Background: an optimization exercise with open tools, aiming at small area, a short achievable clock period and few clock cycles. Do not read the settings as production practice. RTL that was checked went through simulation tests only; none was proved equivalent to the original. Power and IR drop assume default switching activity.

==> module MU0, before the edit <==
module MU0(in_data, rst_n, clk,
           out_data, out_address, memrq, rnw);
    input  [15:0] in_data;
    input         rst_n, clk;
    output [15:0] out_data;
    output [11:0] out_address;
    output        memrq, rnw;
    reg         ex;      
    reg         fe;      
    reg         rs;      
    reg         ka, ub, sb;
    reg         sel;     
    reg  [15:0] ir;
    reg  [11:0] pc;
    reg  [15:0] acc;
    wire [3:0] op   = ir[15:12];
    wire       hop  = op[3] | (op[2:0] == 3'b111);
    wire       dop  = ~op[3] & ~op[2];
    wire       jop  = ~op[3] & op[2] & ~(op[1] & op[0]);
    assign out_address = sel ? ir[11:0] : pc;
    reg         mrq, rd;
    assign memrq       = mrq;
    assign rnw         = rd;
    assign out_data    = acc;
    wire [15:0] a_op  = ka ? acc : 16'd0;
    wire [15:0] b_op  = ub ? ir  : 16'd0;
    wire [15:0] pg = a_op ^ b_op;
    wire [15:0] gg = a_op & b_op;
    wire cin = sb;
    wire [15:0] cy;
    wire g0c = gg[0] | pg[0] & cin;
    wire G_1_0 = gg[1] | pg[1] & g0c;
    wire P_1_0 = pg[1] & pg[0];
    wire G_2_0 = gg[2] | pg[2] & G_1_0;
    wire P_2_0 = pg[2] & P_1_0;
    wire G_3_2 = gg[3] | pg[3] & gg[2];
    wire P_3_2 = pg[3] & pg[2];
    wire G_3_0 = G_3_2 | P_3_2 & G_1_0;
    wire P_3_0 = P_3_2 & P_1_0;
    wire G_4_0 = gg[4] | pg[4] & G_3_0;
    wire P_4_0 = pg[4] & P_3_0;
    wire G_5_4 = gg[5] | pg[5] & gg[4];
    wire P_5_4 = pg[5] & pg[4];
    wire G_5_0 = G_5_4 | P_5_4 & G_3_0;
    wire P_5_0 = P_5_4 & P_3_0;
    wire G_6_4 = gg[6] | pg[6] & G_5_4;
    wire P_6_4 = pg[6] & P_5_4;
    wire G_6_0 = G_6_4 | P_6_4 & G_3_0;
    wire P_6_0 = P_6_4 & P_3_0;
    wire G_7_6 = gg[7] | pg[7] & gg[6];
    wire P_7_6 = pg[7] & pg[6];
    wire G_7_4 = G_7_6 | P_7_6 & G_5_4;
    wire P_7_4 = P_7_6 & P_5_4;
    wire G_7_0 = G_7_4 | P_7_4 & G_3_0;
    wire P_7_0 = P_7_4 & P_3_0;
    wire G_8_0 = gg[8] | pg[8] & G_7_0;
    wire P_8_0 = pg[8] & P_7_0;
    wire G_9_8 = gg[9] | pg[9] & gg[8];
    wire P_9_8 = pg[9] & pg[8];
    wire G_9_0 = G_9_8 | P_9_8 & G_7_0;
    wire P_9_0 = P_9_8 & P_7_0;
    wire G_10_8 = gg[10] | pg[10] & G_9_8;
    wire P_10_8 = pg[10] & P_9_8;
    wire G_10_0 = G_10_8 | P_10_8 & G_7_0;
    wire P_10_0 = P_10_8 & P_7_0;
    wire G_11_10 = gg[11] | pg[11] & gg[10];
    wire P_11_10 = pg[11] & pg[10];
    wire G_11_8 = G_11_10 | P_11_10 & G_9_8;
    wire P_11_8 = P_11_10 & P_9_8;
    wire G_11_0 = G_11_8 | P_11_8 & G_7_0;
    wire P_11_0 = P_11_8 & P_7_0;
    wire G_12_8 = gg[12] | pg[12] & G_11_8;
    wire P_12_8 = pg[12] & P_11_8;
    wire G_12_0 = G_12_8 | P_12_8 & G_7_0;
    wire P_12_0 = P_12_8 & P_7_0;
    wire G_13_12 = gg[13] | pg[13] & gg[12];
    wire P_13_12 = pg[13] & pg[12];
    wire G_13_8 = G_13_12 | P_13_12 & G_11_8;
    wire P_13_8 = P_13_12 & P_11_8;
    wire G_13_0 = G_13_8 | P_13_8 & G_7_0;
    wire P_13_0 = P_13_8 & P_7_0;
    wire G_14_12 = gg[14] | pg[14] & G_13_12;
    wire P_14_12 = pg[14] & P_13_12;
    wire G_14_8 = G_14_12 | P_14_12 & G_11_8;
    wire P_14_8 = P_14_12 & P_11_8;
    wire G_14_0 = G_14_8 | P_14_8 & G_7_0;
    wire P_14_0 = P_14_8 & P_7_0;
    wire G_15_14 = gg[15] | pg[15] & gg[14];
    wire P_15_14 = pg[15] & pg[14];
    wire G_15_12 = G_15_14 | P_15_14 & G_13_12;
    wire P_15_12 = P_15_14 & P_13_12;
    wire G_15_8 = G_15_12 | P_15_12 & G_11_8;
    wire P_15_8 = P_15_12 & P_11_8;
    wire G_15_0 = G_15_8 | P_15_8 & G_7_0;
    wire P_15_0 = P_15_8 & P_7_0;
    assign cy = {G_14_0,G_13_0,G_12_0,G_11_0,G_10_0,G_9_0,G_8_0,G_7_0,G_6_0,G_5_0,G_4_0,G_3_0,G_2_0,G_1_0,g0c, cin};
    wire [15:0] acc_n = pg ^ cy;
    wire [15:0] zk    = {a_op[14:0] | b_op[14:0], sb};
    wire        acc_nz = |(pg ^ zk);
    wire        pc_en = fe | (ex & jop);
    wire [3:0]  nop   = in_data[15:12];
    wire        ntake = (nop[1:0] == 2'b00) |
                        (nop[1:0] == 2'b01 & ~acc_n[15]) |
                        (nop[1:0] == 2'b10 & acc_nz);
    wire        sel_n = ~(ex & dop) & ~nop[3] & (~nop[2] | ntake);
    wire        sub_x = ex & (op == 4'b0011);
    wire        nex   = fe | rs | (ex & jop);
    wire        nhop  = nop[3] | (nop[2:0] == 3'b111);
    always @(posedge clk) begin
        ir  <= in_data ^ {16{sub_x}};
        acc <= acc_n;
        if (~rst_n) begin
            ex  <= 1'b0;
            fe  <= 1'b0;
            rs  <= 1'b1;
            ka  <= 1'b0;
            ub  <= 1'b0;
            sb  <= 1'b0;
            sel <= 1'b0;
            mrq <= 1'b1;
            rd  <= 1'b1;
            pc  <= 12'd0;
        end else begin
            ex  <= nex;
            mrq <= (ex & dop) | (nex & ~nhop);
            rd  <= ~(nex & (nop == 4'b0001));
            fe  <= ex & dop;
            rs  <= 1'b0;
            ka  <= ~(ex & (op == 4'b0000));
            ub  <= ex & dop & (op[1:0] != 2'b01);
            sb  <= sub_x;
            sel <= sel_n;
            if (pc_en)
                pc <= out_address + 12'd1;
        end
    end
endmodule
==> flow/config.mk <==
export PLATFORM = sky130hd
export DESIGN_NAME = MU0
export DESIGN_NICKNAME = MU0
export VERILOG_FILES = /design/flow/design.v
export SDC_FILE = /design/flow/constraint.sdc
export NUM_CORES = 4
export LEC_CHECK = 0
export CAP_MARGIN = 20
export CORE_MARGIN = 2
export CORE_UTILIZATION = 40
export SETUP_SLACK_MARGIN = 2.0
export SLEW_MARGIN = 20
==> flow/constraint.sdc <==
create_clock -name core_clock -period 4.5 [get_ports {clk}]
set_input_delay 0.9000 -clock core_clock [delete_from_list [all_inputs] [get_ports {clk}]]
set_output_delay 0.9000 -clock core_clock [all_outputs]
set_load 0.01 [all_outputs]
standard.sh (not shown) runs the stock make flow with config.mk's settings and CLKGATE_MAP_FILE= SYNTH_SCRIPT=/design/flow/synth_recipe.tcl, a recipe that flattens the netlist after the stock synthesis.
==> flow/flow/run.sh <==
#!/bin/bash
set -euo pipefail
bash standard.sh BUFFER_PORTS_ARGS="-buffer_cell sky130_fd_sc_hd__buf_1" finish > standard.log 2>&1
The first run finished with timing, DRC and antenna clean.
Next try:
--- a/flow/design.v
+++ b/flow/design.v
@@ -19,7 +19,6 @@
     wire       jop  = ~op[3] & op[2] & ~(op[1] & op[0]);
     assign out_address = sel ? ir[11:0] : pc;
-    reg         mrq, rd;
-    assign memrq       = mrq;
-    assign rnw         = rd;
+    assign memrq       = fe | rs | (ex & ~hop);
+    assign rnw         = ~(ex & (op == 4'b0001));
     assign out_data    = acc;
     wire [15:0] a_op  = ka ? acc : 16'd0;
@@ -96,6 +95,5 @@
     assign cy = {G_14_0,G_13_0,G_12_0,G_11_0,G_10_0,G_9_0,G_8_0,G_7_0,G_6_0,G_5_0,G_4_0,G_3_0,G_2_0,G_1_0,g0c, cin};
     wire [15:0] acc_n = pg ^ cy;
-    wire [15:0] zk    = {a_op[14:0] | b_op[14:0], sb};
-    wire        acc_nz = |(pg ^ zk);
+    wire        acc_nz = |acc_n;
     wire        pc_en = fe | (ex & jop);
     wire [3:0]  nop   = in_data[15:12];
@@ -105,6 +103,4 @@
     wire        sel_n = ~(ex & dop) & ~nop[3] & (~nop[2] | ntake);
     wire        sub_x = ex & (op == 4'b0011);
-    wire        nex   = fe | rs | (ex & jop);
-    wire        nhop  = nop[3] | (nop[2:0] == 3'b111);
     always @(posedge clk) begin
         ir  <= in_data ^ {16{sub_x}};
@@ -118,11 +114,7 @@
             sb  <= 1'b0;
             sel <= 1'b0;
-            mrq <= 1'b1;
-            rd  <= 1'b1;
             pc  <= 12'd0;
         end else begin
-            ex  <= nex;
-            mrq <= (ex & dop) | (nex & ~nhop);
-            rd  <= ~(nex & (nop == 4'b0001));
+            ex  <= fe | rs | (ex & jop);
             fe  <= ex & dop;
             rs  <= 1'b0;
The new run went through all stages and came out clean.
Total power is lower by a little under a tenth.
Wire length shrinks by about a fifth.
Clock power drops by a few percent.
Critical path depth rises by 2.
Non-clock buffer count goes down by 4.
Die area is lower by roughly a tenth.
Sequential share of layout area is higher by 2.8 points.
Via count went down by about a fifth.
Fmax goes down by about a fifth.
Combinational power drops by a quarter to a third.
Design area fell by roughly a tenth.
Setup slack got worse by 0.62 ns.
No run of this note included a check of the RTL's function; only the layout flow was run.


The RTL this note starts from:
==> flow/design.v <==
module MU0(in_data, rst_n, clk,
           out_data, out_address, memrq, rnw);
    input  [15:0] in_data;
    input         rst_n, clk;
    output [15:0] out_data;
    output [11:0] out_address;
    output        memrq, rnw;
    reg         ex;      
    reg         fe;      
    reg         rs;      
    reg         sel;     
    reg         ka;      
    reg         ub;      
    reg         sb;      
    reg  [15:0] ir;
    reg  [11:0] pc;
    reg  [15:0] acc;
    wire [3:0] op   = ir[15:12];
    wire       hop  = op[3] | (op[2:0] == 3'b111);
    wire       dop  = ~op[3] & ~op[2];
    wire       jop  = ~op[3] & op[2] & ~(op[1] & op[0]);
    assign out_address = sel ? ir[11:0] : pc;
    assign memrq       = fe | rs | (ex & ~hop);
    assign rnw         = ~(ex & (op == 4'b0001));
    assign out_data    = acc;
    wire [15:0] a_op  = ka ? acc : 16'd0;
    wire [15:0] b_op  = (ub ? in_data : 16'd0) ^ {16{sb}};
    wire [16:0] sum   = {a_op, 1'b1} + {b_op, sb};
    wire [15:0] acc_n = sum[16:1];
    wire        pc_en = fe | (ex & jop);
    wire        nex   = fe | rs | (ex & jop);
    wire [3:0]  nop   = in_data[15:12];
    wire        neg   = acc[15] & ~rs;
    wire        nz    = (|acc) & ~rs;
    wire        ntake = (nop[1:0] == 2'b00) |
                        (nop[1:0] == 2'b01 & ~neg) |
                        (nop[1:0] == 2'b10 & nz);
    wire        sel_n = ~(ex & dop) & ~nop[3] & (~nop[2] | ntake);
    always @(posedge clk) begin
        ir  <= in_data;
        acc <= acc_n;
        if (~rst_n) begin
            ex  <= 1'b0;
            fe  <= 1'b0;
            rs  <= 1'b1;
            sel <= 1'b0;
            ka  <= 1'b0;
            ub  <= 1'b0;
            sb  <= 1'b0;
            pc  <= 12'd0;
        end else begin
            ex  <= nex;
            fe  <= ex & dop;
            rs  <= 1'b0;
            sel <= sel_n;
            ka  <= ~(nex & (nop == 4'b0000));
            ub  <= nex & ~nop[3] & ~nop[2] & (nop[1:0] != 2'b01);
            sb  <= nex & (nop == 4'b0011);
            if (pc_en)
                pc <= out_address + 12'd1;
        end
    end
endmodule
clock: 4.5 ns
lec_check: 0
abc_area: 1
cap_margin: 20
core_margin: 2
core_utilization: 40
setup_slack_margin: 2.0
slew_margin: 20
Scripts as last shown in full above: flow/flow/run.sh
Testbench counts at the start, summed over its fixed seeds: cycles 33,132.
Rerun with:
--- a/flow/design.v
+++ b/flow/design.v
@@ -7,21 +7,22 @@
     output        memrq, rnw;
     reg         ex;      
     reg         fe;      
     reg         rs;      
     reg         sel;     
+    reg         pcs;     
     reg         ka;      
     reg         ub;      
     reg         sb;      
     reg  [15:0] ir;
     reg  [11:0] pc;
     reg  [15:0] acc;
     wire [3:0] op   = ir[15:12];
     wire       hop  = op[3] | (op[2:0] == 3'b111);
     wire       dop  = ~op[3] & ~op[2];
     wire       jop  = ~op[3] & op[2] & ~(op[1] & op[0]);
-    assign out_address = sel ? ir[11:0] : pc;
+    assign out_address = {pcs ? pc[11:6] : ir[11:6], sel ? ir[5:0] : pc[5:0]};
     assign memrq       = fe | rs | (ex & ~hop);
     assign rnw         = ~(ex & (op == 4'b0001));
     assign out_data    = acc;
     wire [15:0] a_op  = ka ? acc : 16'd0;
     wire [15:0] b_op  = (ub ? in_data : 16'd0) ^ {16{sb}};
@@ -42,19 +43,21 @@
         if (~rst_n) begin
             ex  <= 1'b0;
             fe  <= 1'b0;
             rs  <= 1'b1;
             sel <= 1'b0;
+            pcs <= 1'b1;
             ka  <= 1'b0;
             ub  <= 1'b0;
             sb  <= 1'b0;
             pc  <= 12'd0;
         end else begin
             ex  <= nex;
             fe  <= ex & dop;
             rs  <= 1'b0;
             sel <= sel_n;
+            pcs <= ~sel_n;
             ka  <= ~(nex & (nop == 4'b0000));
             ub  <= nex & ~nop[3] & ~nop[2] & (nop[1:0] != 2'b01);
             sb  <= nex & (nop == 4'b0011);
             if (pc_en)
                 pc <= out_address + 12'd1;
Final cell count is higher by 0.99%.
Worst setup slack improves by 0.041 ns.
Total power came out higher by 6.8%.
Routed wire length is lower by 2.9%.
Synthesized cell count increases by 0.86%.
Hold slack gets better by 0.0051 ns.
Maximum frequency is higher by 1.8%.
Cell area goes up by 0.96%.
Sequential cell count increases by 1.
Die area shrinks by 0.53%.
Global-route usage went up by 0.14 points.
Synthesized area decreases by 0.55%.
Function not checked in the second run of this note: the RTL went through the layout flow alone.

port drivers added, routing unchanged:
How much do the figures lean on ideal ports? The routed layouts below were timed once more, with nothing changed but the port constraints. Step 1 (the two cells are an assumption about what drives the block):
set clk [get_ports {clk}]
set_driving_cell -lib_cell sky130_fd_sc_hd__clkbuf_16 $clk
set_driving_cell -lib_cell sky130_fd_sc_hd__buf_2 [delete_from_list [all_inputs] $clk]
Step 2, shift: input delay + t, output delay - t, t = (earliest + latest rising clock arrival at the registers) / 2. This alone moves slack from input paths to output paths. a / b / c = ideal ports / drivers / drivers and shift; a / b = the first two.
run | t, ns | setup slack, ns | pins driven straight from the clock port
the first run of note 1 | 0.335 | 2.002 / 2.002 / 2.002 | 1
the second run of note 1 | 0.332 | 1.381 / 1.381 / 1.381 | 1
the first run of note 2 | 0.329 | 2.155 / 2.125 / 1.866 | 1
the second run of note 2 | 0.330 | 2.196 / 2.165 / 1.881 | 1
After both steps setup and hold are still met in every run listed. The setup slack of the second run of note 2, which loses most, moves by -0.031 ns with the drivers and by -0.315 ns with both steps.
